What follows belongs to an exercise in optimizing a design on an open flow for small area and a short achievable clock period; a production flow would make more cautious choices.
Function was not checked in any run shown here: the RTL went through the layout flow alone.
Power and IR drop assume default switching activity.

==> design/flow/flow/run.sh <==
#!/bin/bash
# The standard layout (the standard.sh), with plain buf_1 cells as the
# input and output port buffers instead of the ones buffer_ports picks.
export BUFFER_PORTS_ARGS="-buffer_cell sky130_fd_sc_hd__buf_1"
bash standard.sh > standard.log 2>&1
==> design/flow/design.v <==
module fp1(a, b, rx, ry);
input wire [10:0] a, b;
output wire [20:0] rx, ry;
wire pn_0_0;
wire pn_0_1;
wire pn_0_2;
wire pn_0_3;
wire pn_0_4;
wire pn_0_5;
wire pn_0_6;
wire pn_0_7;
wire pn_0_8;
wire pn_0_9;
wire pn_0_10;
wire pn_1_0;
wire pn_1_1;
wire pn_1_2;
wire pn_1_3;
wire pn_1_4;
wire pn_1_5;
wire pn_1_6;
wire pn_1_7;
wire pn_1_8;
wire pn_1_9;
wire pn_1_10;
wire pn_2_0;
wire pn_2_1;
wire pn_2_2;
wire pn_2_3;
wire pn_2_4;
wire pn_2_5;
wire pn_2_6;
wire pn_2_7;
wire pn_2_8;
wire pn_2_9;
wire pn_2_10;
wire pn_3_0;
wire pn_3_1;
wire pn_3_2;
wire pn_3_3;
wire pn_3_4;
wire pn_3_5;
wire pn_3_6;
wire pn_3_7;
wire pn_3_8;
wire pn_3_9;
wire pn_3_10;
wire pn_4_0;
wire pn_4_1;
wire pn_4_2;
wire pn_4_3;
wire pn_4_4;
wire pn_4_5;
wire pn_4_6;
wire pn_4_7;
wire pn_4_8;
wire pn_4_9;
wire pn_4_10;
wire pn_5_0;
wire pn_5_1;
wire pn_5_2;
wire pn_5_3;
wire pn_5_4;
wire pn_5_5;
wire pn_5_6;
wire pn_5_7;
wire pn_5_8;
wire pn_5_9;
wire pn_5_10;
wire pn_6_0;
wire pn_6_1;
wire pn_6_2;
wire pn_6_3;
wire pn_6_4;
wire pn_6_5;
wire pn_6_6;
wire pn_6_7;
wire pn_6_8;
wire pn_6_9;
wire pn_6_10;
wire pn_7_0;
wire pn_7_1;
wire pn_7_2;
wire pn_7_3;
wire pn_7_4;
wire pn_7_5;
wire pn_7_6;
wire pn_7_7;
wire pn_7_8;
wire pn_7_9;
wire pn_7_10;
wire pn_8_0;
wire pn_8_1;
wire pn_8_2;
wire pn_8_3;
wire pn_8_4;
wire pn_8_5;
wire pn_8_6;
wire pn_8_7;
wire pn_8_8;
wire pn_8_9;
wire pn_8_10;
wire pn_9_0;
wire pn_9_1;
wire pn_9_2;
wire pn_9_3;
wire pn_9_4;
wire pn_9_5;
wire pn_9_6;
wire pn_9_7;
wire pn_9_8;
wire pn_9_9;
wire pn_9_10;
wire pn_10_0;
wire pn_10_1;
wire pn_10_2;
wire pn_10_3;
wire pn_10_4;
wire pn_10_5;
wire pn_10_6;
wire pn_10_7;
wire pn_10_8;
wire pn_10_9;
wire pn_10_10;
wire hs0;
wire hc0;
wire hs1;
wire hc1;
wire fs0;
wire fc0;
wire hs2;
wire hc2;
wire fs1;
wire fc1;
wire fs2;
wire fc2;
wire hs3;
wire hc3;
wire fs3;
wire fc3;
wire fs4;
wire fc4;
wire fs5;
wire fc5;
wire hs4;
wire hc4;
wire fs6;
wire fc6;
wire fs7;
wire fc7;
wire fs8;
wire fc8;
wire fs9;
wire fc9;
wire hs5;
wire hc5;
wire fs10;
wire fc10;
wire fs11;
wire fc11;
wire fs12;
wire fc12;
wire fs13;
wire fc13;
wire fs14;
wire fc14;
wire hs6;
wire hc6;
wire fs15;
wire fc15;
wire fs16;
wire fc16;
wire fs17;
wire fc17;
wire fs18;
wire fc18;
wire fs19;
wire fc19;
wire fs20;
wire fc20;
wire hs7;
wire hc7;
wire fs21;
wire fc21;
wire fs22;
wire fc22;
wire fs23;
wire fc23;
wire fs24;
wire fc24;
wire fs25;
wire fc25;
wire fs26;
wire fc26;
wire fs27;
wire fc27;
wire hs8;
wire hc8;
wire fs28;
wire fc28;
wire fs29;
wire fc29;
wire fs30;
wire fc30;
wire fs31;
wire fc31;
wire fs32;
wire fc32;
wire fs33;
wire fc33;
wire fs34;
wire fc34;
wire fs35;
wire fc35;
wire hs9;
wire hc9;
wire fs36;
wire fc36;
wire fs37;
wire fc37;
wire fs38;
wire fc38;
wire fs39;
wire fc39;
wire fs40;
wire fc40;
wire fs41;
wire fc41;
wire fs42;
wire fc42;
wire fs43;
wire fc43;
wire fs44;
wire fc44;
wire fs45;
wire fc45;
wire fs46;
wire fc46;
wire fs47;
wire fc47;
wire fs48;
wire fc48;
wire fs49;
wire fc49;
wire fs50;
wire fc50;
wire fs51;
wire fc51;
wire fs52;
wire fc52;
wire fs53;
wire fc53;
wire fs54;
wire fc54;
wire fs55;
wire fc55;
wire fs56;
wire fc56;
wire fs57;
wire fc57;
wire fs58;
wire fc58;
wire fs59;
wire fc59;
wire fs60;
wire fc60;
wire fs61;
wire fc61;
wire fs62;
wire fc62;
wire fs63;
wire fc63;
wire fs64;
wire fc64;
wire fs65;
wire fc65;
wire fs66;
wire fc66;
wire fs67;
wire fc67;
wire fs68;
wire fc68;
wire fs69;
wire fc69;
wire fs70;
wire fc70;
wire fs71;
wire fc71;
wire fs72;
wire fc72;
wire fs73;
wire fc73;
wire fs74;
wire fc74;
wire fs75;
wire fc75;
wire fs76;
wire fc76;
wire fs77;
wire fc77;
wire fs78;
wire fc78;
wire fs79;
wire fc79;
assign pn_0_0 = (a[0] & b[0]);
assign pn_0_1 = (a[0] & b[1]);
assign pn_0_2 = (a[0] & b[2]);
assign pn_0_3 = (a[0] & b[3]);
assign pn_0_4 = (a[0] & b[4]);
assign pn_0_5 = (a[0] & b[5]);
assign pn_0_6 = (a[0] & b[6]);
assign pn_0_7 = (a[0] & b[7]);
assign pn_0_8 = (a[0] & b[8]);
assign pn_0_9 = (a[0] & b[9]);
assign pn_0_10 = (a[0] & b[10]);
assign pn_1_0 = (a[1] & b[0]);
assign pn_1_1 = (a[1] & b[1]);
assign pn_1_2 = (a[1] & b[2]);
assign pn_1_3 = (a[1] & b[3]);
assign pn_1_4 = (a[1] & b[4]);
assign pn_1_5 = (a[1] & b[5]);
assign pn_1_6 = (a[1] & b[6]);
assign pn_1_7 = (a[1] & b[7]);
assign pn_1_8 = (a[1] & b[8]);
assign pn_1_9 = (a[1] & b[9]);
assign pn_1_10 = (a[1] & b[10]);
assign pn_2_0 = (a[2] & b[0]);
assign pn_2_1 = (a[2] & b[1]);
assign pn_2_2 = (a[2] & b[2]);
assign pn_2_3 = (a[2] & b[3]);
assign pn_2_4 = (a[2] & b[4]);
assign pn_2_5 = (a[2] & b[5]);
assign pn_2_6 = (a[2] & b[6]);
assign pn_2_7 = (a[2] & b[7]);
assign pn_2_8 = (a[2] & b[8]);
assign pn_2_9 = (a[2] & b[9]);
assign pn_2_10 = (a[2] & b[10]);
assign pn_3_0 = (a[3] & b[0]);
assign pn_3_1 = (a[3] & b[1]);
assign pn_3_2 = (a[3] & b[2]);
assign pn_3_3 = (a[3] & b[3]);
assign pn_3_4 = (a[3] & b[4]);
assign pn_3_5 = (a[3] & b[5]);
assign pn_3_6 = (a[3] & b[6]);
assign pn_3_7 = (a[3] & b[7]);
assign pn_3_8 = (a[3] & b[8]);
assign pn_3_9 = (a[3] & b[9]);
assign pn_3_10 = (a[3] & b[10]);
assign pn_4_0 = (a[4] & b[0]);
assign pn_4_1 = (a[4] & b[1]);
assign pn_4_2 = (a[4] & b[2]);
assign pn_4_3 = (a[4] & b[3]);
assign pn_4_4 = (a[4] & b[4]);
assign pn_4_5 = (a[4] & b[5]);
assign pn_4_6 = (a[4] & b[6]);
assign pn_4_7 = (a[4] & b[7]);
assign pn_4_8 = (a[4] & b[8]);
assign pn_4_9 = (a[4] & b[9]);
assign pn_4_10 = (a[4] & b[10]);
assign pn_5_0 = (a[5] & b[0]);
assign pn_5_1 = (a[5] & b[1]);
assign pn_5_2 = (a[5] & b[2]);
assign pn_5_3 = (a[5] & b[3]);
assign pn_5_4 = (a[5] & b[4]);
assign pn_5_5 = (a[5] & b[5]);
assign pn_5_6 = (a[5] & b[6]);
assign pn_5_7 = (a[5] & b[7]);
assign pn_5_8 = (a[5] & b[8]);
assign pn_5_9 = (a[5] & b[9]);
assign pn_5_10 = (a[5] & b[10]);
assign pn_6_0 = (a[6] & b[0]);
assign pn_6_1 = (a[6] & b[1]);
assign pn_6_2 = (a[6] & b[2]);
assign pn_6_3 = (a[6] & b[3]);
assign pn_6_4 = (a[6] & b[4]);
assign pn_6_5 = (a[6] & b[5]);
assign pn_6_6 = (a[6] & b[6]);
assign pn_6_7 = (a[6] & b[7]);
assign pn_6_8 = (a[6] & b[8]);
assign pn_6_9 = (a[6] & b[9]);
assign pn_6_10 = (a[6] & b[10]);
assign pn_7_0 = (a[7] & b[0]);
assign pn_7_1 = (a[7] & b[1]);
assign pn_7_2 = (a[7] & b[2]);
assign pn_7_3 = (a[7] & b[3]);
assign pn_7_4 = (a[7] & b[4]);
assign pn_7_5 = (a[7] & b[5]);
assign pn_7_6 = (a[7] & b[6]);
assign pn_7_7 = (a[7] & b[7]);
assign pn_7_8 = (a[7] & b[8]);
assign pn_7_9 = (a[7] & b[9]);
assign pn_7_10 = (a[7] & b[10]);
assign pn_8_0 = (a[8] & b[0]);
assign pn_8_1 = (a[8] & b[1]);
assign pn_8_2 = (a[8] & b[2]);
assign pn_8_3 = (a[8] & b[3]);
assign pn_8_4 = (a[8] & b[4]);
assign pn_8_5 = (a[8] & b[5]);
assign pn_8_6 = (a[8] & b[6]);
assign pn_8_7 = (a[8] & b[7]);
assign pn_8_8 = (a[8] & b[8]);
assign pn_8_9 = (a[8] & b[9]);
assign pn_8_10 = (a[8] & b[10]);
assign pn_9_0 = (a[9] & b[0]);
assign pn_9_1 = (a[9] & b[1]);
assign pn_9_2 = (a[9] & b[2]);
assign pn_9_3 = (a[9] & b[3]);
assign pn_9_4 = (a[9] & b[4]);
assign pn_9_5 = (a[9] & b[5]);
assign pn_9_6 = (a[9] & b[6]);
assign pn_9_7 = (a[9] & b[7]);
assign pn_9_8 = (a[9] & b[8]);
assign pn_9_9 = (a[9] & b[9]);
assign pn_9_10 = (a[9] & b[10]);
assign pn_10_0 = (a[10] & b[0]);
assign pn_10_1 = (a[10] & b[1]);
assign pn_10_2 = (a[10] & b[2]);
assign pn_10_3 = (a[10] & b[3]);
assign pn_10_4 = (a[10] & b[4]);
assign pn_10_5 = (a[10] & b[5]);
assign pn_10_6 = (a[10] & b[6]);
assign pn_10_7 = (a[10] & b[7]);
assign pn_10_8 = (a[10] & b[8]);
assign pn_10_9 = (a[10] & b[9]);
assign pn_10_10 = (a[10] & b[10]);
ha_c u_h0(.a(pn_0_2), .b(pn_1_1), .s(hs0), .co(hc0));
ha_c u_h1(.a(pn_0_3), .b(pn_1_2), .s(hs1), .co(hc1));
fa_c u_f0(.a(pn_2_1), .b(pn_3_0), .c(hc0), .s(fs0), .co(fc0));
ha_c u_h2(.a(pn_0_4), .b(pn_1_3), .s(hs2), .co(hc2));
fa_c u_f1(.a(pn_2_2), .b(pn_3_1), .c(pn_4_0), .s(fs1), .co(fc1));
fa_c u_f2(.a(hc1), .b(hs2), .c(fs1), .s(fs2), .co(fc2));
ha_c u_h3(.a(pn_0_5), .b(pn_1_4), .s(hs3), .co(hc3));
fa_c u_f3(.a(pn_2_3), .b(pn_3_2), .c(pn_4_1), .s(fs3), .co(fc3));
fa_c u_f4(.a(pn_5_0), .b(hc2), .c(hs3), .s(fs4), .co(fc4));
fa_c u_f5(.a(fc1), .b(fs3), .c(fs4), .s(fs5), .co(fc5));
ha_c u_h4(.a(pn_0_6), .b(pn_1_5), .s(hs4), .co(hc4));
fa_c u_f6(.a(pn_2_4), .b(pn_3_3), .c(pn_4_2), .s(fs6), .co(fc6));
fa_c u_f7(.a(pn_5_1), .b(pn_6_0), .c(hc3), .s(fs7), .co(fc7));
fa_c u_f8(.a(hs4), .b(fc3), .c(fs6), .s(fs8), .co(fc8));
fa_c u_f9(.a(fs7), .b(fc4), .c(fs8), .s(fs9), .co(fc9));
ha_c u_h5(.a(pn_0_7), .b(pn_1_6), .s(hs5), .co(hc5));
fa_c u_f10(.a(pn_2_5), .b(pn_3_4), .c(pn_4_3), .s(fs10), .co(fc10));
fa_c u_f11(.a(pn_5_2), .b(pn_6_1), .c(pn_7_0), .s(fs11), .co(fc11));
fa_c u_f12(.a(hc4), .b(hs5), .c(fc6), .s(fs12), .co(fc12));
fa_c u_f13(.a(fs10), .b(fs11), .c(fc7), .s(fs13), .co(fc13));
fa_c u_f14(.a(fs12), .b(fc8), .c(fs13), .s(fs14), .co(fc14));
ha_c u_h6(.a(pn_0_8), .b(pn_1_7), .s(hs6), .co(hc6));
fa_c u_f15(.a(pn_2_6), .b(pn_3_5), .c(pn_4_4), .s(fs15), .co(fc15));
fa_c u_f16(.a(pn_5_3), .b(pn_6_2), .c(pn_7_1), .s(fs16), .co(fc16));
fa_c u_f17(.a(pn_8_0), .b(hc5), .c(hs6), .s(fs17), .co(fc17));
fa_c u_f18(.a(fc10), .b(fc11), .c(fs15), .s(fs18), .co(fc18));
fa_c u_f19(.a(fs16), .b(fs17), .c(fc12), .s(fs19), .co(fc19));
fa_c u_f20(.a(fs18), .b(fc13), .c(fs19), .s(fs20), .co(fc20));
ha_c u_h7(.a(pn_0_9), .b(pn_1_8), .s(hs7), .co(hc7));
fa_c u_f21(.a(pn_2_7), .b(pn_3_6), .c(pn_4_5), .s(fs21), .co(fc21));
fa_c u_f22(.a(pn_5_4), .b(pn_6_3), .c(pn_7_2), .s(fs22), .co(fc22));
fa_c u_f23(.a(pn_8_1), .b(pn_9_0), .c(hc6), .s(fs23), .co(fc23));
fa_c u_f24(.a(hs7), .b(fc15), .c(fc16), .s(fs24), .co(fc24));
fa_c u_f25(.a(fs21), .b(fs22), .c(fs23), .s(fs25), .co(fc25));
fa_c u_f26(.a(fc17), .b(fc18), .c(fs24), .s(fs26), .co(fc26));
fa_c u_f27(.a(fs25), .b(fc19), .c(fs26), .s(fs27), .co(fc27));
ha_c u_h8(.a(pn_0_10), .b(pn_1_9), .s(hs8), .co(hc8));
fa_c u_f28(.a(pn_2_8), .b(pn_3_7), .c(pn_4_6), .s(fs28), .co(fc28));
fa_c u_f29(.a(pn_5_5), .b(pn_6_4), .c(pn_7_3), .s(fs29), .co(fc29));
fa_c u_f30(.a(pn_8_2), .b(pn_9_1), .c(pn_10_0), .s(fs30), .co(fc30));
fa_c u_f31(.a(hc7), .b(hs8), .c(fc21), .s(fs31), .co(fc31));
fa_c u_f32(.a(fc22), .b(fs28), .c(fs29), .s(fs32), .co(fc32));
fa_c u_f33(.a(fs30), .b(fc23), .c(fc24), .s(fs33), .co(fc33));
fa_c u_f34(.a(fs31), .b(fc25), .c(fs32), .s(fs34), .co(fc34));
fa_c u_f35(.a(fs33), .b(fc26), .c(fs34), .s(fs35), .co(fc35));
ha_c u_h9(.a(pn_1_10), .b(pn_2_9), .s(hs9), .co(hc9));
fa_c u_f36(.a(pn_3_8), .b(pn_4_7), .c(pn_5_6), .s(fs36), .co(fc36));
fa_c u_f37(.a(pn_6_5), .b(pn_7_4), .c(pn_8_3), .s(fs37), .co(fc37));
fa_c u_f38(.a(pn_9_2), .b(pn_10_1), .c(hc8), .s(fs38), .co(fc38));
fa_c u_f39(.a(hs9), .b(fc28), .c(fc29), .s(fs39), .co(fc39));
fa_c u_f40(.a(fc30), .b(fs36), .c(fs37), .s(fs40), .co(fc40));
fa_c u_f41(.a(fs38), .b(fc31), .c(fc32), .s(fs41), .co(fc41));
fa_c u_f42(.a(fs39), .b(fs40), .c(fc33), .s(fs42), .co(fc42));
fa_c u_f43(.a(fs41), .b(fc34), .c(fs42), .s(fs43), .co(fc43));
fa_c u_f44(.a(pn_2_10), .b(pn_3_9), .c(pn_4_8), .s(fs44), .co(fc44));
fa_c u_f45(.a(pn_5_7), .b(pn_6_6), .c(pn_7_5), .s(fs45), .co(fc45));
fa_c u_f46(.a(pn_8_4), .b(pn_9_3), .c(pn_10_2), .s(fs46), .co(fc46));
fa_c u_f47(.a(hc9), .b(fc36), .c(fc37), .s(fs47), .co(fc47));
fa_c u_f48(.a(fs44), .b(fs45), .c(fs46), .s(fs48), .co(fc48));
fa_c u_f49(.a(fc38), .b(fc39), .c(fc40), .s(fs49), .co(fc49));
fa_c u_f50(.a(fs47), .b(fs48), .c(fc41), .s(fs50), .co(fc50));
fa_c u_f51(.a(fs49), .b(fc42), .c(fs50), .s(fs51), .co(fc51));
fa_c u_f52(.a(pn_3_10), .b(pn_4_9), .c(pn_5_8), .s(fs52), .co(fc52));
fa_c u_f53(.a(pn_6_7), .b(pn_7_6), .c(pn_8_5), .s(fs53), .co(fc53));
fa_c u_f54(.a(pn_9_4), .b(pn_10_3), .c(fc44), .s(fs54), .co(fc54));
fa_c u_f55(.a(fc45), .b(fc46), .c(fs52), .s(fs55), .co(fc55));
fa_c u_f56(.a(fs53), .b(fc47), .c(fs54), .s(fs56), .co(fc56));
fa_c u_f57(.a(fs55), .b(fc48), .c(fc49), .s(fs57), .co(fc57));
fa_c u_f58(.a(fs56), .b(fc50), .c(fs57), .s(fs58), .co(fc58));
fa_c u_f59(.a(pn_4_10), .b(pn_5_9), .c(pn_6_8), .s(fs59), .co(fc59));
fa_c u_f60(.a(pn_7_7), .b(pn_8_6), .c(pn_9_5), .s(fs60), .co(fc60));
fa_c u_f61(.a(pn_10_4), .b(fc52), .c(fc53), .s(fs61), .co(fc61));
fa_c u_f62(.a(fs59), .b(fs60), .c(fc54), .s(fs62), .co(fc62));
fa_c u_f63(.a(fc55), .b(fs61), .c(fs62), .s(fs63), .co(fc63));
fa_c u_f64(.a(fc56), .b(fs63), .c(fc57), .s(fs64), .co(fc64));
fa_c u_f65(.a(pn_5_10), .b(pn_6_9), .c(pn_7_8), .s(fs65), .co(fc65));
fa_c u_f66(.a(pn_8_7), .b(pn_9_6), .c(pn_10_5), .s(fs66), .co(fc66));
fa_c u_f67(.a(fc59), .b(fc60), .c(fs65), .s(fs67), .co(fc67));
fa_c u_f68(.a(fs66), .b(fc61), .c(fs67), .s(fs68), .co(fc68));
fa_c u_f69(.a(fc62), .b(fs68), .c(fc63), .s(fs69), .co(fc69));
fa_c u_f70(.a(pn_6_10), .b(pn_7_9), .c(pn_8_8), .s(fs70), .co(fc70));
fa_c u_f71(.a(pn_9_7), .b(pn_10_6), .c(fc65), .s(fs71), .co(fc71));
fa_c u_f72(.a(fc66), .b(fs70), .c(fs71), .s(fs72), .co(fc72));
fa_c u_f73(.a(fc67), .b(fs72), .c(fc68), .s(fs73), .co(fc73));
fa_c u_f74(.a(pn_7_10), .b(pn_8_9), .c(pn_9_8), .s(fs74), .co(fc74));
fa_c u_f75(.a(pn_10_7), .b(fc70), .c(fs74), .s(fs75), .co(fc75));
fa_c u_f76(.a(fc71), .b(fs75), .c(fc72), .s(fs76), .co(fc76));
fa_c u_f77(.a(pn_8_10), .b(pn_9_9), .c(pn_10_8), .s(fs77), .co(fc77));
fa_c u_f78(.a(fc74), .b(fs77), .c(fc75), .s(fs78), .co(fc78));
fa_c u_f79(.a(pn_9_10), .b(pn_10_9), .c(fc77), .s(fs79), .co(fc79));
assign rx = {pn_10_10, fs79, fs78, fs76, fs73, fs69, fc58, fc51, fc43, fc35, fc27, fc20, fc14, fc9, fc5, fc2, fc0, hs1, pn_2_0, pn_0_1, pn_0_0};
assign ry = {fc79, fc78, fc76, fc73, fc69, fc64, fs64, fs58, fs51, fs43, fs35, fs27, fs20, fs14, fs9, fs5, fs2, fs0, hs0, pn_1_0, 1'b0};
endmodule
module fa_c(a, b, c, s, co);
input wire a, b, c;
output wire s, co;
assign s = a ^ b ^ c;
assign co = (a & b) | (c & (a ^ b));
endmodule
module ha_c(a, b, s, co);
input wire a, b;
output wire s, co;
assign s = a ^ b;
assign co = a & b;
endmodule
module ha1_c(a, b, s, co);
input wire a, b;
output wire s, co;
assign s = ~(a ^ b);
assign co = a | b;
endmodule
module fp2(s, e, sign, fp_result, under, over);
input wire [20:9] s;
input wire [4:0] e;
input wire sign;
output wire [15:0] fp_result;
output wire under, over;
wire [4:0] e_inc = e + 5'd1;
wire u0 = e > 5'd24;
wire u1 = (e > 5'd23) && (e != 5'd31);    
wire [4:0] te = s[20] ? e : e_inc;
wire [10:0] ts = s[20] ? s[19:9] : s[20:10];
assign fp_result = {sign, te[3:0], ts};
assign under = s[20] ? u0 : u1;
assign over = te[4];
endmodule
module fp_mul(clk, op1, op2, result, under, over);
input wire clk;
input wire [15:0] op1, op2;
output wire [15:0] result;
output wire under, over;
reg [10:0] sa, sb;
reg [4:0] e1;
reg sg1;
always @(posedge clk)
begin
	sa <= op1[10:0];
	sb <= op2[10:0];
	e1 <= {1'b0, op1[14:11]} + {1'b0, op2[14:11]} - 5'd7;
	sg1 <= op1[15] ^ op2[15];
end
wire [20:0] rx, ry;
fp1 stage1(.a(sa), .b(sb), .rx(rx), .ry(ry));
wire [20:0] prod = rx + ry;
reg [20:9] s;
reg [4:0] e2;
reg sg2;
always @(posedge clk)
begin
	s <= prod[20:9];
	e2 <= e1;
	sg2 <= sg1;
end
fp2 stage2(.s(s), .e(e2), .sign(sg2), .fp_result(result), .under(under), .over(over));
endmodule
==> design/flow/constraint.sdc <==
create_clock -name core_clock -period 5.3 [get_ports {clk}]
set_input_delay 1.0600 -clock core_clock [delete_from_list [all_inputs] [get_ports {clk}]]
set_output_delay 1.0600 -clock core_clock [all_outputs]
set_load 0.01 [all_outputs]
==> design/flow/config.mk <==
export PLATFORM = sky130hd
export DESIGN_NAME = fp_mul
export DESIGN_NICKNAME = fp_mul
export VERILOG_FILES = /design/flow/design.v
export SDC_FILE = /design/flow/constraint.sdc
export NUM_CORES = 4
export LEC_CHECK = 0
export CAP_MARGIN = 20
export CORE_MARGIN = 2
export CORE_UTILIZATION = 40
export CTS_BUF_LIST = sky130_fd_sc_hd__clkbuf_8
export SLEW_MARGIN = 20
export SYNTH_HIERARCHICAL = 1
export SYNTH_MINIMUM_KEEP_SIZE = 0
==> design/flow/standard.sh <==
#!/bin/bash
# synth_recipe.tcl (not shown) runs the flow's synth.tcl, then flattens the netlist and writes it again
# the make line also repeats each setting of config.mk as NAME=value (left out here)
make -C /OpenROAD-flow-scripts/flow DESIGN_CONFIG=/design/flow/config.mk WORK_HOME=/design/flow/orfs CLKGATE_MAP_FILE= SYNTH_SCRIPT=/design/flow/synth_recipe.tcl "${@:-finish}"
==> summary.md, run 1 <==
| Metric | Value |
|---|---|
| PortBufs | 50 |
| Fin crit share | 0.8519 |
| Util after Layout | 0.4080 |
| Nets | 616 |
| Vias in the first global route | 3413 |
| Syn Inst Count | 473 |
| CP Data Arrival Time | 4720 ps |
| Avg Cell Area, Syn | 10.97 um2 |
| DR DRC count | 0 |
| Vias | 3010 |
| P_int | 1274 uW |
| RSZ-0062 raised after global routing | no |
| Netlist cell types | 45 |
| Total gr overflow | 0 |
| CP most frequent cell | fa_1 |
| CP startpoint kind | register |
| Final setup viols | 0 |
| Area Overhead vs Synth | -0.7955% |
| Sw power | 937.9 uW |
| 1st-pass router iterations | 4 |
| Logic pwr share | 0.642 |
| Row cnt | 41 |
| Total CTS buffers | 5 |
| Launching point of the worst reg2reg path | sa[3] |
| Slew headroom | 0.4455 |
| CP bufs+invs | 0 |
| Critical path startpoint | sa[3] |
| Commonest non-fill, non-tap cell in the layout | and2_1 |
| Clock Latency Late Sink | 310 ps |
| Final Cell Area | 5149 um2 |
| Clock Skew | 7.891 ps |
| Core area | 12620 um2 |
| Setup Fix Bufs, Post-CTS | 0 |
| Worst reg2reg endpoint | s[18] |
| Die footprint | 13900 um2 |
| Final TNS setup | 0 ps |
| Crit-path cells | and2_4 -> fa_1 -> fa_1 -> fa_1 -> fa_1 -> fa_1 -> ha_1 -> o21ai_0 -> a32oi_1 -> nand4_1 -> a21oi_2 -> mux2i_1 -> nand2_1 |
| Worst slew pin tran | 830.7 ps |
| # IOs | 51 |
| CP peak stage delay | 600 ps |
| CTS tree | done |
| Largest net degree at the start of global routing | 19 |
| DP HPWL | 7540 um |
| Peak supply drop | 0.1983 mV |
| Global placer's final weighted congestion | 0.8227 |
| Drt total wl | 9347 um |
| Clock share of power | 0.122 |
| Pwr dens | 429.5 nW/um2 |
| Die Height | 117.9 um |
| HP Class | reg -> reg |
| Wire length per cell | 14.70 um |
| GRT Overall Usage | 0.1508 |
| Type of the worst setup path | reg -> reg |
| Area post-placement | 5036 um2 |
| Maximum fanout along the worst path | 11 |
| Synthesis-stage register bit count | 46 |
| Initial Util | 0.4113 |
| R2R setup slack | 790 ps |
| Hold slack | 334.6 ps |
| LEAKAGE | 0.002305 uW |
| Antenna Nets Post-Route | 0 |
| Clock transition at path regs | 90 ps |
| Min Tclk post-route | 4515 ps |
| Flop pwr share | 0.237 |
| CTS Buffer Depth | 2 |
| Largest delay share family, worst path | adder cells |
| CTS root buf | clkbuf_8 |
| Sw Share | 0.4241 |
| ANT cells | 0 |
| # H-tree levels | 2 |
| Hold Buf Count CTS | 0 |
| Fmax achieved | 221.5 MHz |
| Synthesized cell area | 5190 um2 |
| Total number of yosys warnings | 7 |
| DRT iter0 DRCs | 63 |
| Reg2Reg Depth | 13 |
| Num Clock Sinks | 46 |
| Type of destination of the critical path | register |
| Via-to-Cell Ratio | 4.733 |
| First-pass GRT wire length | 16670 um |
| Most frequent cells in the layout | and2_1 (111), fa_1 (81), buf_1 (50) |
| PostCTS Resize Cnt | 0 |
| Die width | 117.9 um |
| Run status | complete, no violations |
| Number of max-cap violations | 0 |
| Worst path slowest cell | dfxtp_1 |
| Layout cells sized above 1 | 0.08621 |
| CP endpoint | s[18] |
| Initial antenna violation count | 0 |
| Place WS | 782.4 ps |
| Syn_nets | 626 |
| Hold Fails Final Rpt | 0 |
| Final worst slack | 785.2 ps |
| Register area share after synthesis | 0.1774 |
| Fill cells | 1273 |
| Worst path depth | 13 |
| Slew Viols, Final | 0 |
| Worst Path Required | 5510 ps |
==> logic make-up (layout without fill, tap and decap cells) <==
logic type	after synthesis	after routing	synth area share
AND/OR/NAND/NOR	164	164	0.1931
adder cells (fa/ha/maj)	120	120	0.4065
buffers and inverters	80	71	0.1167
flip-flops	46	46	0.1774
AO/OA/AOI/OAI	32	32	0.04508
XOR/XNOR	16	16	0.02700
multiplexers	14	14	0.03351
other	1	1	0.0007225
==> cell usage after synthesis <==
cell type	number	area [um2]
mux2i_1	2	20.02
xnor2_1	12	105.1
o22ai_2	1	12.51
a21boi_1	1	7.510
ha_1	39	488.0
and2_4	11	96.34
a32oi_1	1	8.760
a211oi_2	1	12.51
o22ai_1	1	6.260
nand2b_1	1	6.260
nand2_2	1	6.260
nor2_1	8	30.03
buf_4	55	412.9
or2_2	2	12.51
a31oi_1	1	6.260
nor4_1	1	6.260
a21oi_1	10	50.05
or4b_1	1	10.01
and2_1	111	694.4
xor2_1	4	35.03
nand2_1	12	45.04
nor2b_1	3	18.77
mux2_4	5	75.07
o211a_1	1	10.01
a21oi_2	1	8.760
o21ai_1	1	5.000
fa_1	81	1622
o31ai_1	2	15.01
a21boi_0	1	7.510
mux2_2	7	78.83
o41ai_2	1	16.27
nand3_1	5	25.02
a21o_1	3	22.52
and3_1	3	18.77
nor3_1	2	10.01
buf_12	1	20.02
nand4_1	2	12.51
o21ai_0	4	20.02
buf_6	11	123.9
a32oi_2	1	16.27
a221oi_1	1	8.760
conb_1	1	3.750
dfxtp_1	46	920.9
nor3_2	1	10.01
inv_1	13	48.80
==> modules after synthesis, one instance, submodules excluded <==
module / times used / cells inside / flops+latches / area [um2]
fp_mul: 1 / 164 / 46 / 1827
fp1: 1 / 186 / 0 / 1306
fp2: 1 / 33 / 0 / 330.3
fa_c: 80 / 1 / 0 / 20.02
ha_c: 10 / 1 / 0 / 12.51
==> final cells by class <==
cell class                      instances  area [um2]  area share
Clock inverter                          3       43.79    0.008505
Clock buffer                            5       68.82     0.01337
Timing Repair Buffer                   50       187.7     0.03645
Tap cell                              172       215.2     0.04180
Multi-Input combinational cell        347        3664      0.7115
Sequential cell                        46       920.9      0.1789
Inverter                               13       48.80    0.009478
==> flip-flops by register name, summed over array words and instances, names as in the netlist <==
signal,cells
e1,5
e2,5
s,12
sa,11
sb,11
sg1,1
sg2,1
==> worst register-to-register path, stage by stage (launching register included) <==
cell and delay, ps:
dfxtp_1 600, and2_4 230, fa_1 430, fa_1 430, fa_1 390, fa_1 500
fa_1 410, ha_1 330, o21ai_0 100, a32oi_1 300, nand4_1 160, a21oi_2 250
mux2i_1 210, nand2_1 60
==> power groups by stage <==
stage | registers [uW] | logic (uW) | clock network (uW)
after floorplan | 475 | 1400 | 0
after global placement | 533 | 1420 | 0
after detailed placement | 534 | 1440 | 0
after CTS | 526 | 1450 | 280
after global routing | 541 | 1620 | 292
final | 523 | 1420 | 269
==> worst min path at each step <==
stage / start / depth (start not counted) / to / slack, ps
4_1_cts: e1[2] / 0 / e2[2] / 340
5_1_grt: e1[3] / 0 / e2[3] / 350
6_report: e1[2] / 0 / e2[2] / 330
2_1_floorplan: e1[0] / 0 / e2[0] / 310
3_3_place_gp: e1[2] / 0 / e2[2] / 310
3_5_place_dp: e1[2] / 0 / e2[2] / 310
==> metrics by stage <==
step	power, uW	cells
floorplan	1879	473
global placement	1958	628
detailed placement	1973	628
CTS	2253	636
global route	2456	636
finish	2212	636
==> layer usage <==
metal	part of all wire	global-route usage	vias up
met2	0.52	0.2747	51
met4	0.020	0.05045	0
met3	0.036	0.01938	13
met5	0	0	-
li1	-	-	1443
met1	0.42	0.1830	1503
==> run 2: changes to the inputs <==
--- a/design/flow/design.v
+++ b/design/flow/design.v
@@ -567,14 +567,22 @@
 wire [20:0] rx, ry;
 fp1 stage1(.a(sa), .b(sb), .rx(rx), .ry(ry));
-wire [20:0] prod = rx + ry;
-reg [20:9] s;
+wire [20:0] px = rx, py = ry;
+wire [15:0] lo = {1'b0, px[14:0]} + {1'b0, py[14:0]};
+reg [5:0] hx, hy;
+reg hc;
+reg [5:0] lo2;
 reg [4:0] e2;
 reg sg2;
 always @(posedge clk)
 begin
-	s <= prod[20:9];
+	hx <= px[20:15];
+	hy <= py[20:15];
+	hc <= lo[15];
+	lo2 <= lo[14:9];
 	e2 <= e1;
 	sg2 <= sg1;
 end
+wire [5:0] hi = hx + hy + hc;
+wire [20:9] s = {hi, lo2};
 fp2 stage2(.s(s), .e(e2), .sign(sg2), .fp_result(result), .under(under), .over(over));
 endmodule
==> run 2 against run 1 <==
Synthesized cell count rose by 3.0%. Critical path depth fell by 3. Synthesized area rose by 3.4%. Critical endpoint is now hc. Fmax rose by 5.4%. Design area rose by 3.3%. Core utilization fell by 0.47 points. Sequential power rose by 6.1%. Critical path type unchanged.
==> summary.md, run 2 <==
| Metric | Value |
|---|---|
| Worst path slowest cell | dfxtp_1 |
| Synthesized cell area | 5366 um2 (+3.4%) |
| Die Height | 119.8 um (+1.6%) |
| Setup Fix Bufs, Post-CTS | 0 (unchanged) |
| PostCTS Resize Cnt | 0 (unchanged) |
| Clock transition at path regs | 100 ps (about the same) |
| First-pass GRT wire length | 16990 um (+1.9%) |
| CTS root buf | clkbuf_8 |
| Final TNS setup | 0 ps (unchanged) |
| DR DRC count | 0 (unchanged) |
| Area Overhead vs Synth | -0.8627% (about the same) |
| Synthesis-stage register bit count | 53 (+15%) |
| Reg2Reg Depth | 10 (-3) |
| Crit-path cells | and2_4 -> fa_1 -> fa_1 -> fa_1 -> fa_1 -> fa_1 -> ha_1 -> a21o_1 -> a21o_1 -> a221o_1 |
| Die width | 119.8 um (+1.6%) |
| Total number of yosys warnings | 7 (unchanged) |
| Worst path depth | 10 (-3) |
| Largest delay share family, worst path | adder cells |
| Run status | complete, no violations |
| Fill cells | 1320 (+3.7%) |
| R2R setup slack | 1020 ps (+230 ps) |
| Final worst slack | 1017 ps (+231.5 ps) |
| CP Data Arrival Time | 4510 ps (-210 ps) |
| Clock share of power | 0.105 (-0.017) |
| Sw Share | 0.4397 (+0.01563) |
| FFs w/ async S/R, synth | 0 (unchanged) |
| # IOs | 51 (unchanged) |
| Initial Util | 0.4068 (-0.004414) |
| Critical path startpoint | sa[3] |
| Die footprint | 14360 um2 (+3.3%) |
| Type of the worst setup path | reg -> reg |
| Initial antenna violation count | 0 (unchanged) |
| Antenna Nets Post-Route | 0 (unchanged) |
| Syn Inst Count | 487 (+3.0%) |
| Register area share after synthesis | 0.1977 (+0.02028) |
| Top post-synthesis cells by count | and2_1 (111), fa_1 (83), buf_4 (55) |
| Most common cell in the netlist | and2_1 |
| Synth top area cells | fa_1 (31%), dfxtp_1 (20%), and2_1 (13%) |
| Core area | 13190 um2 (+4.5%) |
| Num Clock Sinks | 53 (+15%) |
| Hold Startpoint | e1[1] |
| Syn_nets | 641 (+2.4%) |
| Pwr dens | 432.7 nW/um2 (+0.74%) |
| CTS Buffer Depth | 2 (unchanged) |
| Flop pwr share | 0.241 (+0.004) |
| Logic pwr share | 0.655 (+0.013) |
| Fmax achieved | 233.5 MHz (+5.4%) |
| Wire length per cell | 14.97 um (+1.9%) |
| Total chip power | 2302 uW (+4.1%) |
| Area leader, netlist | fa_1 |
| Netlist cell types | 42 (-6.7%) |
| Sw power | 1012 uW (+7.9%) |
| Hold Fails Final Rpt | 0 (unchanged) |
| Maximum fanout along the worst path | 11 (unchanged) |
| Vias | 3071 (+2.0%) |
| Fin crit share | 0.8082 (-0.04368) |
| Total CTS buffers | 5 (unchanged) |
| P_int | 1290 uW (+1.3%) |
| GRT Overall Usage | 0.1515 (+0.0007126) |
| PortBufs | 50 (unchanged) |
| Drt total wl | 9807 um (+4.9%) |
| 1st-pass router iterations | 4 (unchanged) |
| # H-tree levels | 2 (unchanged) |
| Hold Path Stages | 0 (unchanged) |
| Global placer's final weighted congestion | 0.7887 (-4.1%) |
| Avg Cell Area, Syn | 11.02 um2 (+0.43%) |
| Peak supply drop | 0.1764 mV (-11%) |
| CP peak stage delay | 610 ps (about the same) |
| Total gr overflow | 0 (unchanged) |
| DP HPWL | 8024 um (+6.4%) |
| Nets | 632 (+2.6%) |
| Largest registers | sa (11), sb (11) |
| Vias in the first global route | 3452 (+1.1%) |
| Slew headroom | 0.6338 (+0.1883) |
| DRT iter0 DRCs | 119 (+89%) |
| Clock Skew | 4.810 ps (-3.080 ps) |
| Yosys top cell area share | 0.3096 (-0.002810) |
| ANT cells | 0 (unchanged) |
| Hold Buf Count CTS | 0 (unchanged) |
| Launching point of the worst reg2reg path | sa[3] |
| Worst reg2reg endpoint | hc |
| Commonest non-fill, non-tap cell in the layout | and2_1 |
| Slew Viols, Final | 0 (unchanged) |
| Row cnt | 42 (+2.4%) |
| Place WS | 1058 ps (+276.0 ps) |
| Type of destination of the critical path | register |
| CTS tree | done |
| Clock Latency Late Sink | 330 ps (+20 ps) |
| Layout cells sized above 1 | 0.08142 (-0.004787) |
| Via-to-Cell Ratio | 4.689 (-0.93%) |
| HP Class | reg -> reg |
| CP bufs+invs | 0 (unchanged) |
| Main synth FF type | dfxtp_1 |
| CP startpoint kind | register |
| Final setup viols | 0 (unchanged) |
| RSZ-0062 raised after global routing | no |
| Largest net degree at the start of global routing | 19 (unchanged) |
| Most frequent cells in the layout | and2_1 (111), fa_1 (83), dfxtp_1 (53) |
| EDFF count, synth | 0 (unchanged) |
| Worst Path Required | 5530 ps (+20 ps) |
| Worst slew pin tran | 543.6 ps (-287.1 ps) |
| Min Tclk post-route | 4283 ps (-231.5 ps) |
| Hold Path End | e2[1] |
| Number of max-cap violations | 0 (unchanged) |
| CP most frequent cell | fa_1 |
| LEAKAGE | 0.002404 uW (+4.3%) |
run 2: cell types whose count changed after synthesis, moves of 3 or more:
cell	previous run	this run
nor2_1	8	11
o21ai_0	4	7
xor2_1	4	9
xnor2_1	12	5
inv_1	13	19
nand3_1	5	2
dfxtp_1	46	53
run 2: through the flow:
stage | std cells | hold WS (ps) | util | cell area [um2]
finish | 655 | 335.2 | 0.4033 | 5320
global route | 655 | 346.3 | 0.4033 | 5320
CTS | 655 | 336.5 | 0.4033 | 5320
detailed placement | 647 | 312.1 | 0.3965 | 5230
global placement | 647 | 310.4 | 0.3965 | 5230
floorplan | 487 | 309.6 | - | 5366
run 2: layout make-up:
| cell class | count | area [um2] | share of cell area |
|---|---|---|---|
| clock inverters | 3 | 21.27 | 0.003998 |
| flip-flops and latches | 53 | 1061 | 0.1994 |
| repair buffers | 51 | 195.2 | 0.03669 |
| multi-input cells | 348 | 3682 | 0.6921 |
| clock buffers | 5 | 68.82 | 0.01294 |
| well taps | 176 | 220.2 | 0.04139 |
| inverters | 19 | 71.32 | 0.01341 |
run 2: worst max path at each step:
| stage | endpoint | slack, ps |
|---|---|---|
| floorplan | hc | 1270 |
| global placement | hc | 1190 |
| detailed placement | hc | 1060 |
| CTS | hc | 1050 |
| global route | lo2[5] | 890 |
| finish | hc | 1020 |
run 2: kinds of logic (layout without fill, tap and decap cells):
kind of cell    after synthesis  in the layout  share of synthesized area
simple gates                161            161                     0.1809
fa+ha+maj                   121            121                     0.3982
buf+inv                      86             78                     0.1170
flops                        53             53                     0.1977
compound gates               38             38                    0.05200
xor+xnor                     14             14                    0.02285
mux                          13             13                    0.03054
other cells                   1              1                  0.0006988
run 2: per-module statistics from Yosys, one instance, submodules excluded:
module / times used / cells / cell area, um2 / flops+latches
fp_mul: 1 / 178 / 2003 / 53
fp1: 1 / 186 / 1306 / 0
fp2: 1 / 33 / 330.3 / 0
fa_c: 80 / 1 / 20.02 / 0
ha_c: 10 / 1 / 12.51 / 0
run 2: power groups by stage:
stage,combinational [uW],clock (uW),sequential [uW]
final,1510,241,555
after global routing,1720,278,569
after CTS,1530,256,557
after detailed placement,1520,0,566
after global placement,1480,0,562
after floorplan,1400,0,533
run 2: metal layers:
| metal | vias to the layer above | share of wire | global-route usage | routed length [um] |
|---|---|---|---|---|
| li1 | 1478 | - | - | - |
| met1 | 1524 | 0.50 | 0.2070 | 4888 |
| met2 | 59 | 0.45 | 0.2425 | 4397 |
| met3 | 10 | 0.037 | 0.03137 | 358 |
| met4 | 0 | 0.017 | 0.04706 | 163 |
| met5 | - | 0 | 0 | 0 |
==> run 3: changes to the inputs <==
--- a/design/flow/config.mk
+++ b/design/flow/config.mk
@@ -10,4 +10,5 @@
 export CORE_UTILIZATION = 40
 export CTS_BUF_LIST = sky130_fd_sc_hd__clkbuf_8
+export SETUP_SLACK_MARGIN = 2.0
 export SLEW_MARGIN = 20
 export SYNTH_HIERARCHICAL = 1
==> run 3 against run 2 <==
Non-clock buffer count is 56 higher. Register-to-register slack improved by 440 ps. Final cell count rose by 8.5%. Fmax rose by 11%. Count of clock-buffer cells in the layout is the same. Synthesized cell count unchanged. Largest cell class unchanged. Die area did not move. Routed wire length up 14%. Synthesized area unchanged. First-iteration DRC count is 8.4% lower. Hold slack better by 0.99 ps. Core utilization up 8.6 points. Largest power group unchanged.
==> summary.md, run 3 <==
| Metric | Value |
|---|---|
| R2R setup slack | 1460 ps (+440 ps) |
| Most frequent cells in the layout | and2_1 (100), fa_1 (63), buf_6 (37) |
| Yosys top cell area share | 0.3096 (unchanged) |
| Num Clock Sinks | 53 (unchanged) |
| Area post-placement | 5353 um2 (+2.3%) |
| WL met2 | 5452 um (+24%) |
| Area leader, netlist | fa_1 |
| DR WL met3 | 420 um (+17%) |
| First-pass GRT wire length | 17970 um (+5.7%) |
| FFs w/ async S/R, synth | 0 (unchanged) |
| Die footprint | 14360 um2 (unchanged) |
| Min Tclk post-route | 3843 ps (-440.4 ps) |
| Register area share after synthesis | 0.1977 (unchanged) |
| Worst Path Required | 5530 ps (about the same) |
| Highest routed layer | met4 |
| Post-synthesis mux area share | 0.03054 (unchanged) |
| Pwr dens | 524.1 nW/um2 (+21%) |
| Number of max-cap violations | 0 (unchanged) |
| Final Cell Area | 6449 um2 (+21%) |
| P_int | 2020 uW (+57%) |
| Top post-synthesis cells by count | and2_1 (111), fa_1 (83), buf_4 (55) |
| EDFF count, synth | 0 (unchanged) |
| Hold Startpoint | e1[2] |
| Type of destination of the critical path | register |
| Wire length per cell | 15.71 um (+5.0%) |
| PortBufs | 50 (unchanged) |
| Die width | 119.8 um (unchanged) |
| Commonest non-fill, non-tap cell in the layout | and2_1 |
| Fin crit share | 0.7251 (-0.08308) |
| GRT Overall Usage | 0.1608 (+0.009291) |
| Sw Share | 0.4022 (-0.03750) |
| Final worst slack | 1457 ps (+440.4 ps) |
| Total CTS buffers | 5 (unchanged) |
| Hold Fails Final Rpt | 0 (unchanged) |
| Adder-Cell Fraction of Synth Area | 0.3982 (unchanged) |
| Antenna Nets Post-Route | 0 (unchanged) |
| DRT iter0 DRCs | 109 (-8.4%) |
| Logic pwr share | 0.763 (+0.108) |
| Row cnt | 42 (unchanged) |
| Initial Util | 0.4068 (unchanged) |
| Layout cells sized above 1 | 0.3720 (+0.2905) |
| Largest net degree at the start of global routing | 19 (unchanged) |
| Vias in the first global route | 3616 (+4.8%) |
| Post-Synth XOR/XNOR Area | 0.02285 (unchanged) |
| Flop pwr share | 0.163 (-0.078) |
| Hold Path Stages | 0 (unchanged) |
| Clock share of power | 0.074 (-0.031) |
| CP Data Arrival Time | 4070 ps (-440 ps) |
| Worst reg2reg endpoint | hc |
| Drt total wl | 11170 um (+14%) |
| Slew Viols, Final | 0 (unchanged) |
| Sw power | 1359 uW (+34%) |
| Syn Inst Count | 487 (unchanged) |
| Fmax achieved | 260.2 MHz (+11%) |
| Syn_nets | 641 (unchanged) |
| CTS tree | done |
| Hold Buf Count CTS | 0 (unchanged) |
| Maximum fanout along the worst path | 5 (-6) |
| Global placer's final weighted congestion | 0.8102 (+2.7%) |
| Synthesis-stage register bit count | 53 (unchanged) |
| Final TNS setup | 0 ps (unchanged) |
| Area Overhead vs Synth | 20.17% |
| Hold Path End | e2[2] |
| Most common cell in the netlist | and2_1 |
| DP HPWL | 8146 um (+1.5%) |
| RSZ-0062 raised after global routing | yes |
| Total gr overflow | 0 (unchanged) |
| Main synth FF type | dfxtp_1 |
| 1st-pass router iterations | 4 (unchanged) |
| Synth top area cells | fa_1 (31%), dfxtp_1 (20%), and2_1 (13%) |
| Avg Cell Area, Syn | 11.02 um2 (unchanged) |
| Run status | complete, no violations |
| Nets | 688 (+8.9%) |
| Largest registers | sa (11), sb (11) |
| HP Class | reg -> reg |
| Via-to-Cell Ratio | 4.709 (+0.43%) |
| CTS root buf | clkbuf_8 |
| Initial antenna violation count | 0 (unchanged) |
| DR DRC count | 0 (unchanged) |
| Vias | 3348 (+9.0%) |
| # IOs | 51 (unchanged) |
| Type of the worst setup path | reg -> reg |
| Launching point of the worst reg2reg path | sb[8] |
| Peak supply drop | 0.2999 mV (+70%) |
| Clock Latency Late Sink | 340 ps (about the same) |
| Total number of yosys warnings | 7 (unchanged) |
| Final setup viols | 0 (unchanged) |
| Clock transition at path regs | 100 ps (about the same) |
| Synthesized cell area | 5366 um2 (unchanged) |
| Fill cells | 1182 (-10%) |
| LEAKAGE | 0.002864 uW (+19%) |
| Place WS | 1294 ps (+235.2 ps) |
| CTS Buffer Depth | 2 (unchanged) |
| Clock Skew | 11.65 ps (+6.839 ps) |
| Synth Area in Simple Gates | 0.1809 (unchanged) |
| Core area | 13190 um2 (unchanged) |
| Reg2Reg Depth | 12 (+2) |
| # H-tree levels | 2 (unchanged) |
| Wl on met1 | 5080 um (+3.9%) |
| Largest family of logic cells by synthesized area | adder cells |
| Die Height | 119.8 um (unchanged) |
| Synth Area in Compound Gates | 0.05199 (unchanged) |
| ANT cells | 0 (unchanged) |
| Netlist cell types | 42 (unchanged) |
| CP startpoint kind | register |
[run 3: cell type report]
type | instances | area (um2) | area share
multi-input cells | 348 | 4060 | 0.6296
flip-flops and latches | 53 | 1116 | 0.1731
repair buffers | 107 | 885.9 | 0.1374
well taps | 176 | 220.2 | 0.03415
inverters | 19 | 71.32 | 0.01106
clock buffers | 5 | 68.82 | 0.01067
clock inverters | 3 | 26.28 | 0.004075
[run 3: repair_timing]
item | in CTS | in global routing
cloned | 3 | 0
gates resized for setup | 121 | 36
pin swaps | 50 | 41
setup endpoints to repair | 24 | 24
setup buffers | 42 | 11
endpoints found under the hold margin | 0 | 0
[run 3: kinds of logic after synthesis]
kind of cell	after synthesis
buffers and inverters	86
other	1
adders and majority gates	121
DFF	53
and+or+nand+nor	161
xor gates and xnor gates	14
muxes	13
AOI/OAI and AO/OA	38
[run 3: worst max path at each step]
| stage | startpoint | end | depth (start not counted) |
|---|---|---|---|
| 6_report | sb[8] | hc | 12 |
| 5_1_grt | sa[8] | lo2[5] | 11 |
| 4_1_cts | sb[5] | hc | 10 |
| 3_5_place_dp | sa[3] | hc | 10 |
| 3_3_place_gp | sb[4] | hc | 10 |
| 2_1_floorplan | sb[7] | hc | 12 |
[run 3: modules after synthesis, one instance, submodules excluded]
| module | cells | flip-flops and latches |
|---|---|---|
| fp_mul | 178 | 53 |
| ha_c | 1 | 0 |
| fp2 | 33 | 0 |
| fp1 | 186 | 0 |
| fa_c | 1 | 0 |
[run 3: routing by layer]
layer  global-route usage  vias to the layer above
met2               0.2775                       83
li1                     -                     1595
met5                    0                        -
met4              0.04265                        0
met3              0.03184                       16
met1               0.2062                     1654
[run 3: critical path: stages (launching register included)]
cell      delay, ps
dfxtp_4         360
buf_6           120
and2_4          170
ha_4            150
fa_1            490
fa_2            380
fa_1            470
fa_1            600
ha_4            240
a21oi_2         150
o21ai_2         110
o21bai_4        200
a221o_1         290
[run 3: stage by stage]
step	hold slack, ps	util	instances	total power [uW]
6_report	336.1	0.4889	711	3380
5_1_grt	340.4	0.4889	711	3650
4_1_cts	336.9	0.4720	700	3141
3_5_place_dp	312.1	0.4058	647	2303
3_3_place_gp	310.2	0.4058	647	2256
2_1_floorplan	309.6	-	487	2122
[run 3: power by group through the flow]
stage / clock [uW] / sequential, uW / combinational [uW]
floorplan: 0 / 534 / 1590
global route: 282 / 561 / 2810
global placement: 0 / 561 / 1700
CTS: 264 / 550 / 2330
detailed placement: 0 / 564 / 1740
finish: 249 / 550 / 2580
==> run 4: changes to the inputs <==
--- a/design/flow/config.mk
+++ b/design/flow/config.mk
@@ -10,5 +10,5 @@
 export CORE_UTILIZATION = 40
 export CTS_BUF_LIST = sky130_fd_sc_hd__clkbuf_8
-export SETUP_SLACK_MARGIN = 2.0
+export SETUP_SLACK_MARGIN = 1.5
 export SLEW_MARGIN = 20
 export SYNTH_HIERARCHICAL = 1
==> run 4 against run 3 <==
Highest routed layer unchanged. Sequential cell count unchanged. Via count decreased by 5.3%. Count of clock-buffer cells in the layout unchanged. Still clean on timing, DRC and antenna. Setup slack got worse by 36 ps. Total power decreased by 18%. Non-clock buffer count decreased by 33. Hold slack about the same. Sequential share of layout area increased by 2.2 points.
==> summary.md, run 4 <==
| Metric | Value |
|---|---|
| 1st-pass router iterations | 4 (unchanged) |
| Logic pwr share | 0.711 (-0.052) |
| CP peak stage delay | 510 ps (-90 ps) |
| CP startpoint kind | register |
| DRT iter0 DRCs | 116 (+6.4%) |
| Synthesis-stage register bit count | 53 (unchanged) |
| Type of the worst setup path | reg -> reg |
| Total number of yosys warnings | 7 (unchanged) |
| Synthesized cell area | 5366 um2 (unchanged) |
| DP HPWL | 7826 um (-3.9%) |
| Core area | 13190 um2 (unchanged) |
| EDFF count, synth | 0 (unchanged) |
| Worst path slowest cell | fa_1 |
| Min Tclk post-route | 3879 ps (+35.51 ps) |
| Hold Path Stages | 0 (unchanged) |
| Maximum fanout along the worst path | 7 (+2) |
| Die Height | 119.8 um (unchanged) |
| Type of destination of the critical path | register |
| CTS root buf | clkbuf_8 |
| Synth top area cells | fa_1 (31%), dfxtp_1 (20%), and2_1 (13%) |
| Hold slack | 335.7 ps (-0.4440 ps) |
| Vias in the first global route | 3421 (-5.4%) |
| Most frequent cells in the layout | and2_1 (108), fa_1 (64), buf_1 (49) |
| ANT cells | 0 (unchanged) |
| Area leader, netlist | fa_1 |
| Critical path startpoint | sa[7] |
| Antenna Nets Post-Route | 0 (unchanged) |
| Largest registers | sa (11), sb (11) |
| First-pass GRT wire length | 17110 um (-4.8%) |
| Clock share of power | 0.090 (+0.016) |
| Register area | 1130 um2 (+1.2%) |
| Syn_nets | 641 (unchanged) |
| P_int | 1566 uW (-22%) |
| Clock transition at path regs | 110 ps (about the same) |
| Reg2Reg Depth | 11 (-1) |
| PortBufs | 50 (unchanged) |
| Fill cells | 1256 (+6.3%) |
| # IOs | 51 (unchanged) |
| CP bufs+invs | 1 (unchanged) |
| Run status | complete, no violations |
| Multi-input gate area | 3899 um2 (-4.0%) |
| Top post-synthesis cells by count | and2_1 (111), fa_1 (83), buf_4 (55) |
| Yosys top cell area share | 0.3096 (unchanged) |
| R2R setup slack | 1420 ps (-40 ps) |
| Main synth FF type | dfxtp_1 |
| Layout cells sized above 1 | 0.2530 (-0.1190) |
| Most common cell in the netlist | and2_1 |
| Clock Latency Late Sink | 340 ps (about the same) |
| Vias | 3172 (-5.3%) |
| Number of max-cap violations | 0 (unchanged) |
| Peak supply drop | 0.2184 mV (-27%) |
| CP endpoint | hc |
| Pwr dens | 476.3 nW/um2 (-9.1%) |
| Syn Inst Count | 487 (unchanged) |
| Clock Skew | 8.770 ps (-2.879 ps) |
| Die footprint | 14360 um2 (unchanged) |
| Initial Util | 0.4068 (unchanged) |
| HP Class | reg -> reg |
| Total CTS buffers | 5 (unchanged) |
| Via-to-Cell Ratio | 4.678 (-0.65%) |
| Avg Cell Area, Syn | 11.02 um2 (unchanged) |
| Final TNS setup | 0 ps (unchanged) |
| Global placer's final weighted congestion | 0.8104 (about the same) |
| Sw power | 1190 uW (-12%) |
| Fmax achieved | 257.8 MHz (-0.92%) |
| Slew Viols, Final | 0 (unchanged) |
| Largest delay share family, worst path | adder cells |
| Wire length per cell | 15.50 um (-1.4%) |
| Fin crit share | 0.7318 (+0.006700) |
| Post-Place Cells | 647 (unchanged) |
| Netlist cell types | 42 (unchanged) |
| Hold Fails Final Rpt | 0 (unchanged) |
| Finished Layout Cells | 678 (-4.6%) |
| FFs w/ async S/R, synth | 0 (unchanged) |
| Commonest non-fill, non-tap cell in the layout | and2_1 |
| Area Overhead vs Synth | 7.834% |
| Launching point of the worst reg2reg path | sa[7] |
| Hold Startpoint | e1[3] |
| CP most frequent cell | fa_2 |
| GRT Overall Usage | 0.1532 (-0.007627) |
| Crit-path cells | buf_4 -> and2_1 -> fa_2 -> fa_2 -> fa_2 -> fa_1 -> fa_1 -> ha_4 -> a21o_1 -> a21o_1 -> a221o_1 |
| Drt total wl | 10510 um (-6.0%) |
| Largest net degree at the start of global routing | 19 (unchanged) |
| Final setup viols | 0 (unchanged) |
| Total gr overflow | 0 (unchanged) |
| Nets | 655 (-4.8%) |
| Initial antenna violation count | 0 (unchanged) |
| Worst Path Required | 5530 ps (about the same) |
| Sw Share | 0.4317 (+0.02946) |
| RSZ-0062 raised after global routing | yes |
| Register area share after synthesis | 0.1977 (unchanged) |
| CP Data Arrival Time | 4110 ps (+40 ps) |
| CTS Buffer Depth | 2 (unchanged) |
| LEAKAGE | 0.002509 uW (-12%) |
| DR DRC count | 0 (unchanged) |
| Row cnt | 42 (unchanged) |
| # H-tree levels | 2 (unchanged) |
| Num Clock Sinks | 53 (unchanged) |
| Worst reg2reg endpoint | hc |
| Worst path depth | 11 (-1) |
| Die width | 119.8 um (unchanged) |
| CTS tree | done |
| Flop pwr share | 0.199 (+0.036) |
-- run 4: cell counts after synthesis --
Identical to the previous run, type by type.
-- run 4: timing repair --
item	CTS	global route
resized for setup	49	43
setup buffers	5	17
setup endpoints to repair	19	21
cloned	0	1
pin swaps	3	26
endpoints found under the hold margin	0	0
hold buffers	0	0
-- run 4: stage by stage --
stage	setup WS, ps	utilization	instance area (um2)	power (uW)
finish	1421	0.4387	5787	2756
global route	1330	0.4387	5787	3011
detailed placement	1253	0.3989	5261	2149
global placement	1297	0.3989	5261	2113
CTS	1436	0.4193	5530	2558
floorplan	1432	-	5398	2000
-- run 4: cells by family (layout without fill, tap and decap cells) --
family          after synthesis  after routing  synth area share
other cells                   1              1         0.0006988
compound gates               38             38           0.05200
mux                          13             13           0.03054
xor+xnor                     14             14           0.02285
simple gates                161            161            0.1809
fa+ha+maj                   121            121            0.3982
buf+inv                      86            101            0.1170
flops                        53             53            0.1977
-- run 4: final cells by class --
cell class              instances  area share
clock buffers                   5     0.01189
repair buffers                 74     0.06443
inverters                      19     0.01232
flip-flops and latches         53      0.1952
well taps                     176     0.03805
multi-input cells             348      0.6737
clock inverters                 3    0.004324
-- run 4: metal layers --
metal | up-vias | GRT usage | part of all wire
met3 | 12 | 0.02709 | 0.042
met4 | 0 | 0.05147 | 0.014
li1 | 1525 | - | -
met1 | 1574 | 0.2063 | 0.46
met5 | - | 0 | 0
met2 | 61 | 0.2500 | 0.48
-- run 4: worst min-delay path by stage --
stage                     endpoint
final                        e2[3]
after global routing         e2[3]
after CTS                    e2[3]
after detailed placement     e2[3]
after global placement       e2[1]
after floorplan              e2[0]
-- run 4: modules after synthesis (local to each module, per instance) --
module / flops+latches / cells / times used / area, um2
ha_c: 0 / 1 / 10 / 12.51
fa_c: 0 / 1 / 80 / 20.02
fp_mul: 53 / 178 / 1 / 2003
fp2: 0 / 33 / 1 / 330.3
fp1: 0 / 186 / 1 / 1306
-- run 4: power groups by stage --
| stage | combinational [uW] | sequential (uW) | clock (uW) |
|---|---|---|---|
| floorplan | 1470 | 533 | 0 |
| global placement | 1550 | 564 | 0 |
| detailed placement | 1580 | 567 | 0 |
| CTS | 1740 | 556 | 266 |
| global route | 2170 | 562 | 277 |
| finish | 1960 | 549 | 249 |

-- re-timing with driven ports --
No port has a modelled driver above. Below, the same layouts with a new extraction and two added sets of constraints.
Step 1, drivers: a clkbuf_16 drives clk and a buf_2 each remaining input, both assumed.
Step 2 moves the port delays by t, midway between the first and last clock arrival at a register: inputs arrive t later, outputs are due t later. That takes back most of the time a late clock gives input paths.
a / b / c = ideal / step 1 / step 2; a / b = the first two.
| run | t, ns | setup slack, ns | hold slack, ns | worst setup path after step 2 | pins driven straight from the clock port |
|---|---|---|---|---|---|
| run 1 | 0.336 | 0.785 / 0.785 / 0.785 | 0.335 / 0.335 / 0.335 | register to register | 1 |
| run 2 | 0.366 | 1.017 / 1.017 / 1.017 | 0.335 / 0.335 / 0.335 | register to register | 1 |
| run 3 | 0.365 | 1.457 / 1.457 / 1.457 | 0.336 / 0.336 / 0.336 | register to register | 1 |
| run 4 | 0.364 | 1.421 / 1.421 / 1.421 | 0.336 / 0.336 / 0.336 | register to register | 1 |
After both steps setup and hold are still met in every run listed.
